This design comes from an exercise in tuning for small area on the open sky130 flow, not from production work. At most, simulation tests tie the RTL to the original design; equivalence was not proved. For runs 2 and 3, only the layout was checked, not whether the RTL still works. No activity file was given, so power comes from the tool's default toggle rates.

## flow/design.v (module list and top-level ports; edited modules follow where they fit)
// module LedMatrix: 904 lines
module LedMatrix (
  output     [34:0]   io_col,
  output     [5:0]    io_row,
  input               bus_write,
  input      [6:0]    bus_address,
  input      [31:0]   bus_writeData,
  input               clk,
  input               reset
);
  // ...
==> flow/run.sh <==
#!/bin/bash
# synth_recipe.tcl (not shown) runs the flow's synth.tcl, then flattens the netlist and writes it again
# the make line also repeats each setting of config.mk as NAME=value (left out here)
make -C /OpenROAD-flow-scripts/flow DESIGN_CONFIG=/design/flow/config.mk WORK_HOME=/design/flow/orfs CLKGATE_MAP_FILE= SYNTH_SCRIPT=/design/flow/synth_recipe.tcl finish
==> flow/config.mk <==
export PLATFORM = sky130hd
export DESIGN_NAME = LedMatrix
export DESIGN_NICKNAME = LedMatrix
export VERILOG_FILES = /design/flow/design.v
export SDC_FILE = /design/flow/constraint.sdc
export NUM_CORES = 4
export LEC_CHECK = 0
export CAP_MARGIN = 20
export CORE_MARGIN = 2
export CORE_UTILIZATION = 40
export SLEW_MARGIN = 20
==> flow/constraint.sdc <==
create_clock -name core_clock -period 10.0 [get_ports {clk}]
set_input_delay 2.0000 -clock core_clock [delete_from_list [all_inputs] [get_ports {clk}]]
set_output_delay 2.0000 -clock core_clock [all_outputs]
set_load 0.01 [all_outputs]
==> metrics.csv, run 1 <==
stage;metric;value;unit
floorplan;core;135000;um2
pwr;p_switching;2710;uW
grt;globalRouteMet1Util;0.2666;
setup_path;end_kind;primary output;
pwr;combPwrFrac;0.037;
finish;stdcell_area;62510;um2
outcome;status;finished clean;
setup_path;path_delay_family;buffers and inverters;
grt;grt_pass1_vias;31940;
setup_path;cpMostUsedCell;buf_4;
cts;cts.sinks;1415;
yosys;synth_most_common_cell;edfxtp_1;
setup_path;critPathKind;reg2out;
finish;fin_nets;3600;
grt;grt-ovfl-total;0;
floorplan;die-area;138400;um2
cts;clockBufferDepth;3;
sta;rsz0062_at_grt;no;
yosys;ys_types;67;
drt;drt-total-wl;141500;um
setup_path;startpoint;rowHot[1];
finish;register_area;42010;um2
grt;gr-usage-met2;0.3448;
finish;n_fill_cell;11415;
yosys;synth_compound_area_frac;0.1244;
drt;topRoutingLayerUsed;met4;
floorplan;die_y;372.0;um
pwr;ir_drop;201.4;uV
setup_path;cp_slowest_cell;dfrtp_4;
min_path;hold_end;pwmPre[10];
pwr;pg_clk;5270;uW
floorplan;tapCellCount;1781;
finish;multi_input_area_share;0.1818;
drt;drc;0;
setup_path;crit_path_max_incr_delay;0.84;ns
grt;grt_max_degree;113;
yosys;ys_top_cells_by_count;edfxtp_1 (1344), nand2_1 (420), a22oi_1 (344);
yosys;synth_top_area_cell;edfxtp_1;
yosys;synth_edf_count;1344;
drt;dr_wl_met2;69480;um
yosys;syn_area;54160;um2
drt;met1_length;58620;um
==> inputs of run 2 (changes only) <==
--- a/flow/design.v
+++ b/flow/design.v
@@ -128,23 +128,21 @@
   reg [23:0] r100;
   reg [23:0] r101;
   reg [23:0] r102;
   reg [23:0] r103;
   reg [7:0] r104;
   reg [7:0] r105;
   reg [7:0] r106;
   reg resetSeen;    
-  reg resetAtEdge;  
   always @(posedge clk or posedge reset) begin
     if (reset) resetSeen <= 1'b1;
     else resetSeen <= 1'b0;
   end
-  always @(posedge clk) resetAtEdge <= reset;
-  wire clr = reset | (resetSeen & ~resetAtEdge);
+  wire clr = reset | resetSeen;
   wire addrValid = (bus_address < 7'd107);
   reg        held;
   reg [6:0]  addrQ;
   reg [23:0] dataQ;
   always @(posedge clk) begin
     addrQ <= bus_address;
     dataQ <= bus_writeData[23:0];
   end
==> flow/flow/run.sh (new file) <==
#!/bin/bash
# The standard layout (standard.sh), with one change to synthesis: Yosys's abc call maps the
# combinational logic with flow/area.abc, an area-oriented script, in place of ORFS's speed
# script. Everything else in synth_recipe.tcl (and so every register) is as the standard
# synthesis makes it.
# Port buffers are buf_1 cells.
set -euo pipefail
W=$(pwd)
cat > "$W/own_synth.tcl" <<TCL
# synth_recipe.tcl, with the -script of every abc call pointing at flow/area.abc
proc abc {args} {
  set i [lsearch -exact \$args -script]
  if {\$i >= 0} { lset args [expr {\$i + 1}] $W/flow/area.abc }
  yosys abc {*}\$args
}
source $W/synth_recipe.tcl
TCL
sed "s|SYNTH_SCRIPT=[^ ]*|SYNTH_SCRIPT=$W/own_synth.tcl|" standard.sh > own_standard.sh
grep -q "SYNTH_SCRIPT=$W/own_synth.tcl" own_standard.sh
# port buffers: the smallest buffer (ORFS otherwise picks clkdlybuf4s50_1)
bash own_standard.sh "BUFFER_PORTS_ARGS=-buffer_cell sky130_fd_sc_hd__buf_1" finish > "$W/flow_make.log" 2>&1
==> flow/flow/area.abc (new file) <==
strash
&get -n
&dch
&nf -R 1000
&put
strash
&get -n
&dch
&nf -R 1000
&put
==> flow/standard.sh (new file) <==
#!/bin/bash
# synth_recipe.tcl (not shown) runs the flow's synth.tcl, then flattens the netlist and writes it again
# the make line also repeats each setting of config.mk as NAME=value (left out here)
make -C /OpenROAD-flow-scripts/flow DESIGN_CONFIG=/design/flow/config.mk WORK_HOME=/design/flow/orfs CLKGATE_MAP_FILE= SYNTH_SCRIPT=/design/flow/synth_recipe.tcl "${@:-finish}"
==> flow/config.mk (replaced) <==
export PLATFORM = sky130hd
export DESIGN_NAME = LedMatrix
export DESIGN_NICKNAME = LedMatrix
export VERILOG_FILES = /design/flow/design.v
export SDC_FILE = /design/flow/constraint.sdc
export NUM_CORES = 4
export LEC_CHECK = 0
export CAP_MARGIN = 20
export CORE_MARGIN = 2
export CORE_UTILIZATION = 40
export CTS_BUF_LIST = sky130_fd_sc_hd__clkbuf_16
export CTS_CLUSTER_DIAMETER = 100
export CTS_CLUSTER_SIZE = 28
export SLEW_MARGIN = 20
removed: flow/run.sh
==> run 2 against run 1 <==
- clock-buffer cell count is 128 lower
- sequential power is 1% lower
- fmax is 1.9% higher
- die area is 3.1% lower
- still clean on timing, DRC and antenna
- largest power group unchanged
- design area is 6.9% lower
- largest cell class unchanged
- via count is 1.6% lower
- sequential cell count is 1 lower
- global-route usage is 0.15 points lower
- register-to-register slack better by 0.67 ns
==> metrics.csv, run 2 <==
stage;metric;value;unit;change
yosys;ys_types;47;;-30%
min_path;min_path_type;reg2reg;;
setup_path;critPathKind;reg2out;;
drt;dr.first_iter.drc_count;5046;;
cts;cts_max_level;2;;
cts;clk_latency;0.69;ns;
yosys;synth_edf_count;1344;;unchanged
drt;wire_per_inst;27.41;um;
yosys;synth_area_leaders;edfxtp_1 (77%), a222oi_1 (6.3%), o21ai_0 (2.0%);;
finish;n_fill_cell;11379;;-0.32%
setup_path;cpMostUsedCell;maj3_1;;
placed_design;dpl_cell_area;56510;um2;
finish;finalNonFillerCells;5132;;
grt;grt.busiest_layer;met2;;
cts;cts_setup_buffers;0;;
setup_path;worstPathRequired;8.00;ns;
setup_path;end_kind;primary output;;
floorplan;io_pins;83;;
floorplan;die-area;134100;um2;-3.1%
floorplan;die_w;366.2;um;
pwr;power_frac_seq;0.691;;
cts;clkTransAtPathRegs;0.10;ns;
yosys;synthFlopType;edfxtp_1;;
yosys;avgSynthCellArea;17.26;um2;
outcome;status;finished clean;;
setup_path;path_cells;buf_12, a222oi_1, a21oi_1, o21ai_0, maj3_1, maj3_1, maj3_1, maj3_1, maj3_1, o21ai_0, nand3_1, buf_1;;
cts;numCtsBuffers;56;;
grt;grt_pass1_wl;204800;um;
floorplan;initial_core_util;0.4042;;
grt;grt_pass1_vias;30827;;-3.5%
sta;final.min_clock_period;7.126;ns;
drt;drt-total-wl;140600;um;-0.58%
job;cap_violations;0;;
drt;dr.pass1.iters;10;;
sta;drv_slew;0;;
yosys;syn_area;52470;um2;-3.1%
cts;cts.sinks;1414;;-0.071%
finish;final_cell_mix;edfxtp_1 (1344), a222oi_1 (329), nand2_1 (264);;
sta;fin_ws;2.874;ns;
placed_design;hpwlAfterDp;73720;um;
grt;antenna_found_initial;6;;
yosys;synth_nets;3087;;
grt;gr-usage-met2;0.3302;;-0.01463
sta;hold_viol;0;;
sta;maxSlewHeadroom;0.2567;;
cts;post_cts_resized;0;;
yosys;synth_top_area_cell;edfxtp_1;;
finish;final_common_cell;edfxtp_1;;
pwr;leakage;0.01984;uW;
sta;finalSetupViolCount;0;;
pwr;ir_drop;137.1;uV;-32%
finish;layout-area-overhead-vs-synth;10.89;%;
setup_path;r2r_cells;9;;
placed_design;place_congestion;0.7673;;
sta;tns;0;ns;
yosys;ys_seq_area_frac;0.7997;;
finish;fin_nets;3389;;-5.9%
placed_design;pre_cts_ws;3.569;ns;
grt;track_usage;0.2030;;
setup_path;startpoint_type;register;;
floorplan;core;129800;um2;-3.8%
sta;rsz0062_at_grt;no;;
sta;post-route-period-util;0.7126;;
cts;cts_tree;built;;
drt;detail_route.vias_per_cell;6.123;;
setup_path;crit_arrival;5.13;ns;
finish;multi_input_area;10580;um2;
sta;tightest_slew;1.115;ns;
placed_design;io_buffers;74;;
yosys;synth_seq_cells;1414;;
pwr;p_int;8111;uW;
pwr;combPwrFrac;0.037;;about the same
placed_design;placed_cells;5024;;
pwr;netSwitchingFraction;0.2125;;
grt;globalRouteMet1Util;0.2884;;+0.02183
yosys;ys_top_cells_by_count;edfxtp_1 (1344), a222oi_1 (329), nand2_1 (265);;
min_path;hold_depth;1;;
yosys;synth_top_area_frac;0.7692;;
grt;grt-ovfl-total;0;;unchanged
sta;fmax;140.3;MHz;
finish;layout-drive-gt1-share;0.08914;;
pwr;pwr-share-clk;0.271;;
floorplan;die_y;366.2;um;-1.6%
yosys;synth_most_common_cell;edfxtp_1;;
drt;drc;0;;unchanged
drt;num_vias;31422;;
setup_path;cp_slowest_cell;dfstp_4;;
cts;cts_root_buffer;clkbuf_16;;
drt;ant_nets;0;;
yosys;async_flop_share;0.02758;;
grt;grt_max_degree;108;;-4.4%
pwr;pwr_density_cell;177.0;nW/um2;
floorplan;num_rows;132;;
yosys;ys_warn_count;1;;
grt;met3_usage;0.02974;;
finish;stdcell_area;58180;um2;-6.9%
cts;postCtsHoldBufs;0;;
setup_path;crit_path_max_incr_delay;1.07;ns;+0.23 ns
sta;skew;0.02418;ns;
setup_path;worstPathMaxFanout;72;;
finish;register_area;42010;um2;about the same
pwr;p_switching;2189;uW;-19%
yosys;syn_inst;3040;;
cts;clockBufferDepth;3;;unchanged
run 2: cell count changes after synthesis, moves of 44 or more:
| cell | change |
|---|---|
| a21boi_0 | +57 |
| clkbuf_1 | -86 |
| inv_1 | -46 |
| nand2_1 | -155 |
| clkinv_1 | +44 |
| a21oi_1 | +102 |
| o21ai_0 | +55 |
| a222oi_1 | +185 |
| buf_1 | -44 |
| buf_2 | -88 |
| a22oi_1 | -287 |
run 2: path summary, 6_finish.rpt:
path	slack, ns	startpoint	end
max	2.87	rowHot[0]	io_col[22]
min	0.52	pwmPre[2]	pwmPre[2]
max reg2reg	5.76	addrQ[3]	r73[6]
min reg2reg	0.52	pwmPre[2]	pwmPre[2]
max in group asynchronous	7.88	reset	pwm[3]
min in group asynchronous	1.63	reset	rowHot[4]
run 2: area by class of cell:
type | instances | share of cell area
Clock inverter | 47 | 0.003247
Sequential cell | 1414 | 0.7220
Multi-Input combinational cell | 1580 | 0.1818
Antenna cell | 2 | 0.00008602
Tap cell | 1742 | 0.03746
Timing Repair Buffer | 244 | 0.02791
Clock buffer | 57 | 0.02452
Inverter | 46 | 0.002968
run 2: cells by family (layout without fill, tap and decap cells):
kind of cell | Yosys count | count (layout) | synth area share
and+or+nand+nor | 561 | 561 | 0.04820
adders and majority gates | 66 | 66 | 0.01283
muxes | 7 | 7 | 0.001359
AOI/OAI and AO/OA | 923 | 923 | 0.1309
DFF | 1414 | 1414 | 0.7997
xor gates and xnor gates | 22 | 22 | 0.003672
other | 1 | 3 | 0.00007147
buffers and inverters | 46 | 394 | 0.003291
run 2: metrics by stage:
stage | total power (uW) | utilization | hold slack [ns]
finish | 10300 | 0.4482 | 0.5214
global route | 10600 | 0.4481 | 0.5473
CTS | 10340 | 0.4477 | 0.5258
detailed placement | 7638 | 0.4353 | 0.5049
global placement | 7609 | 0.4353 | 0.4929
floorplan | 7398 | - | 0.4672
run 2: power groups by stage:
stage                     clock network, uW  logic [uW]  registers, uW
final                                  2800         384           7120
after global routing                   3030         410           7160
after CTS                              2840         383           7120
after detailed placement                  0         383           7260
after global placement                    0         374           7230
after floorplan                           0         162           7240
run 2: metal layers:
metal,share of wire,wire length (um)
met2,0.47,65400
met4,0.023,3237
met5,0.00018,25
met3,0.088,12360
met1,0.42,59620
run 2: worst max-delay path: cells and delay by family, from the launching register on:
family,cells,cell delay (ns)
buffers and inverters,2,0.60
adders and majority gates,5,1.92
DFF,1,1.07
and+or+nand+nor,1,0.16
AOI/OAI and AO/OA,4,0.64
==> inputs of run 3 (changes only) <==
--- a/flow/config.mk
+++ b/flow/config.mk
@@ -7,8 +7,9 @@
 export LEC_CHECK = 0
 export CAP_MARGIN = 20
 export CORE_MARGIN = 2
-export CORE_UTILIZATION = 40
+export CORE_UTILIZATION = 55
 export CTS_BUF_LIST = sky130_fd_sc_hd__clkbuf_16
-export CTS_CLUSTER_DIAMETER = 100
-export CTS_CLUSTER_SIZE = 28
+export CTS_CLUSTER_DIAMETER = 60
+export CTS_CLUSTER_SIZE = 30
+export PLACE_DENSITY = 0.7
 export SLEW_MARGIN = 20
==> run 3 against run 2 <==
- critical endpoint is now io_col[14]
- highest routed layer is now met4
- clock-buffer cell count up 32
- setup slack worse by 0.23 ns
- synthesized cell count unchanged
- still clean on timing, DRC and antenna
- critical path type unchanged
==> metrics.csv, run 3 <==
stage;metric;value;unit;change
cts;cts_tree;built;;
finish;layout-drive-gt1-share;0.1047;;+0.01557
setup_path;startpoint_type;register;;
placed_design;hpwlAfterDp;69700;um;-5.5%
setup_path;critPathKind;reg2out;;
yosys;synthAdderAreaFrac;0.01283;;unchanged
yosys;synth_seq_cells;1414;;unchanged
outcome;status;finished clean;;
floorplan;io_pins;83;;unchanged
finish;fin_nets;3374;;-0.44%
grt;track_usage;0.2694;;+0.06639
cts;numCtsBuffers;85;;+52%
yosys;syn_area;52470;um2;unchanged
yosys;synthFlopType;edfxtp_1;;
yosys;synth_compound_area_frac;0.1309;;unchanged
grt;grt_max_degree;170;;+57%
sta;final.min_clock_period;7.355;ns;+0.2298 ns
drt;num_vias;31826;;+1.3%
finish;layout-area-overhead-vs-synth;12.18;%;
sta;tightest_slew;1.152;ns;+0.03665 ns
floorplan;num_rows;113;;-14%
cts;clkTransAtPathRegs;0.09;ns;about the same
drt;wire_per_inst;28.64;um;+4.5%
finish;insertedDiodeCount;0;;-2
drt;ant_nets;0;;unchanged
yosys;synth_top_area_cell;edfxtp_1;;
cts;clockBufferDepth;3;;unchanged
yosys;synth_edf_count;1344;;unchanged
job;cap_violations;0;;unchanged
sta;drv_slew;0;;unchanged
floorplan;core;94730;um2;-27%
setup_path;worstPathMaxFanout;67;;-6.9%
cts;cts_root_buffer;clkbuf_16;;
placed_design;place_congestion;0.7970;;+3.9%
yosys;ys_types;47;;unchanged
drt;dr.first_iter.drc_count;5079;;+0.65%
setup_path;crit_arrival;5.36;ns;+0.23 ns
cts;clk_latency;0.70;ns;about the same
yosys;synth_most_common_cell;edfxtp_1;;
sta;tns;0;ns;unchanged
yosys;avgSynthCellArea;17.26;um2;unchanged
yosys;syn_inst;3040;;unchanged
grt;grt_pass1_wl;196400;um;-4.1%
yosys;synth_xor_area_frac;0.003673;;unchanged
yosys;ys_warn_count;1;;unchanged
sta;skew;0.03744;ns;+0.01326 ns
cts;post_cts_resized;0;;unchanged
yosys;synth_area_leaders;edfxtp_1 (77%), a222oi_1 (6.3%), o21ai_0 (2.0%);;
sta;hold-worst-slack;0.5033;ns;-0.01804 ns
cts;cts.sinks;1414;;unchanged
floorplan;initial_core_util;0.5539;;+0.1497
yosys;ys_seq_area_frac;0.7997;;unchanged
sta;maxSlewHeadroom;0.2304;;-0.02629
cts;cts_max_level;3;;+1
pwr;leakage;0.02023;uW;+2.0%
pwr;ir_drop;161.1;uV;+18%
setup_path;path_cells;buf_4, a222oi_1, a21oi_1, o21ai_0, maj3_1, maj3_1, maj3_1, maj3_1, maj3_1, o21ai_0, nand3_1, buf_1;;
setup_path;worstPathRequired;8.00;ns;about the same
finish;final_cell_mix;edfxtp_1 (1344), a222oi_1 (329), nand2_1 (265);;
yosys;synth_top_area_frac;0.7692;;unchanged
drt;drc;0;;unchanged
min_path;min_path_type;reg2reg;;
setup_path;end_kind;primary output;;
yosys;synth_mux_area_frac;0.001359;;unchanged
setup_path;crit_path_max_incr_delay;0.98;ns;-0.09 ns
finish;final_common_cell;edfxtp_1;;
yosys;async_flop_share;0.02758;;unchanged
floorplan;die-area;97880;um2;-27%
sta;fmax;136.0;MHz;-3.1%
setup_path;cpMostUsedCell;maj3_1;;
grt;grt_pass1_vias;31523;;+2.3%
sta;rsz0062_at_grt;no;;
grt;antenna_found_initial;3;;-3
cts;postCtsHoldBufs;0;;unchanged
sta;post-route-period-util;0.7355;;+0.02298
yosys;ys_top_cells_by_count;edfxtp_1 (1344), a222oi_1 (329), nand2_1 (265);;
yosys;synth-simple-area-share;0.04820;;unchanged
drt;dr.pass1.iters;11;;+1
cts;cts_setup_buffers;0;;unchanged
sta;hold_viol;0;;unchanged
sta;finalSetupViolCount;0;;unchanged
floorplan;die_w;312.9;um;-15%
drt;drt-total-wl;133600;um;-5.0%
drt;detail_route.vias_per_cell;6.822;;+11%
pwr;pwr_density_cell;197.3;nW/um2;+11%
setup_path;cp_slowest_cell;dfrtp_4;;
placed_design;io_buffers;74;;unchanged
floorplan;die_y;312.9;um;-15%
grt;grt-ovfl-total;0;;unchanged
yosys;synth_top_family_by_area;compound AO/OA/AOI/OAI gates;;
yosys;synth_nets;3087;;unchanged
[run 3: changes by cell type in the layout (fill, tap and decap cells not counted), moves of 7 or more]
cell / change
o21ai_0: -32
clkbuf_16: +32
inv_8: +12
inv_1: -46
buf_4: -47
o21ai_1: +33
inv_16: +7
inv_12: +8
clkinv_8: +15
inv_6: +10
[run 3: area by class of cell]
class,instances,area [um2]
clock buffers,89,2227
clock inverters,71,1006
fillers,6571,35870
inverters,46,172.7
multi-input cells,1580,10570
flip-flops and latches,1414,42000
well taps,1265,1583
repair buffers,200,1295
[run 3: per-stage QoR]
| stage | utilization | instance area (um2) | std cells | worst slack [ns] | total power (uW) |
|---|---|---|---|---|---|
| floorplan | - | 52470 | 3040 | 0.5354 | 7398 |
| global placement | 0.5864 | 55550 | 4498 | 3.495 | 7575 |
| detailed placement | 0.5867 | 55570 | 4502 | 3.484 | 7628 |
| CTS | 0.6208 | 58810 | 4662 | 2.734 | 11640 |
| global route | 0.6213 | 58860 | 4665 | 2.472 | 11920 |
| finish | 0.6213 | 58860 | 4665 | 2.645 | 11610 |
[run 3: worst max-delay path: cells and delay by family (launching register included)]
family / cells / cell delay, ns
buffers and inverters: 2 / 0.99
AND/OR/NAND/NOR: 1 / 0.13
adder cells (fa/ha/maj): 5 / 1.84
flip-flops: 1 / 0.98
AO/OA/AOI/OAI: 4 / 0.61
[run 3: worst paths after layout]
check                      slack [ns]        from          to  cells after the start
max in group asynchronous        7.87       reset      pwm[6]                      3
hold reg to reg                  0.50  pwmPre[11]  pwmPre[11]                      1
min in group asynchronous        1.66       reset   rowPre[6]                      3
setup reg to reg                 5.50    addrQ[3]      r70[0]                      9
hold / removal                   0.50  pwmPre[11]  pwmPre[11]                      1
setup / recovery                 2.64   rowHot[2]  io_col[14]                     12
[run 3: cell families (layout without fill, tap and decap cells)]
group	Yosys count	in the layout
compound gates	923	923
xor+xnor	22	22
fa+ha+maj	66	66
buf+inv	46	406
flops	1414	1414
mux	7	7
other cells	1	1
simple gates	561	561
[run 3: report_power, final]
| group | internal [uW] | switching [uW] |
|---|---|---|
| sequential | 7000 | 134 |
| combinational | 50.5 | 313 |
| clock | 1920 | 2190 |
[run 3: metal layers]
metal	track usage	up-vias	part of all wire
met5	0	-	0
li1	-	13609	-
met3	0.03374	244	0.094
met4	0.09374	0	0.035
met2	0.4661	1902	0.50
met1	0.3553	16071	0.37

-- re-timing with driven ports --
How much do the figures lean on ideal ports? The routed layouts below were timed once more, with nothing changed but the port constraints.
Step 1: set_driving_cell puts a clkbuf_16 on clk and a buf_2 on each other input, an assumption about the parent block.
Step 2, shift: input delay + t, output delay - t, t = (earliest + latest rising clock arrival at the registers) / 2. This alone moves slack from input paths to output paths.
Three values: ideal, step 1, step 2; two values: the first two.
run	t (ns)	setup slack, ns	worst hold slack (ns)	worst setup path after step 2	slew at the worst register clock pin (ns)
run 1	0.823	2.739 / 2.668 / 2.894	0.494 / 0.494 / 0.494	input to register	0.06 / 0.06
run 2	0.742	2.874 / 2.810 / 3.552	0.521 / 0.521 / 0.521	register to output	0.11 / 0.11
run 3	0.742	2.645 / 2.577 / 3.319	0.503 / 0.503 / 0.503	register to output	0.11 / 0.11
After both steps setup and hold are still met in every run listed.
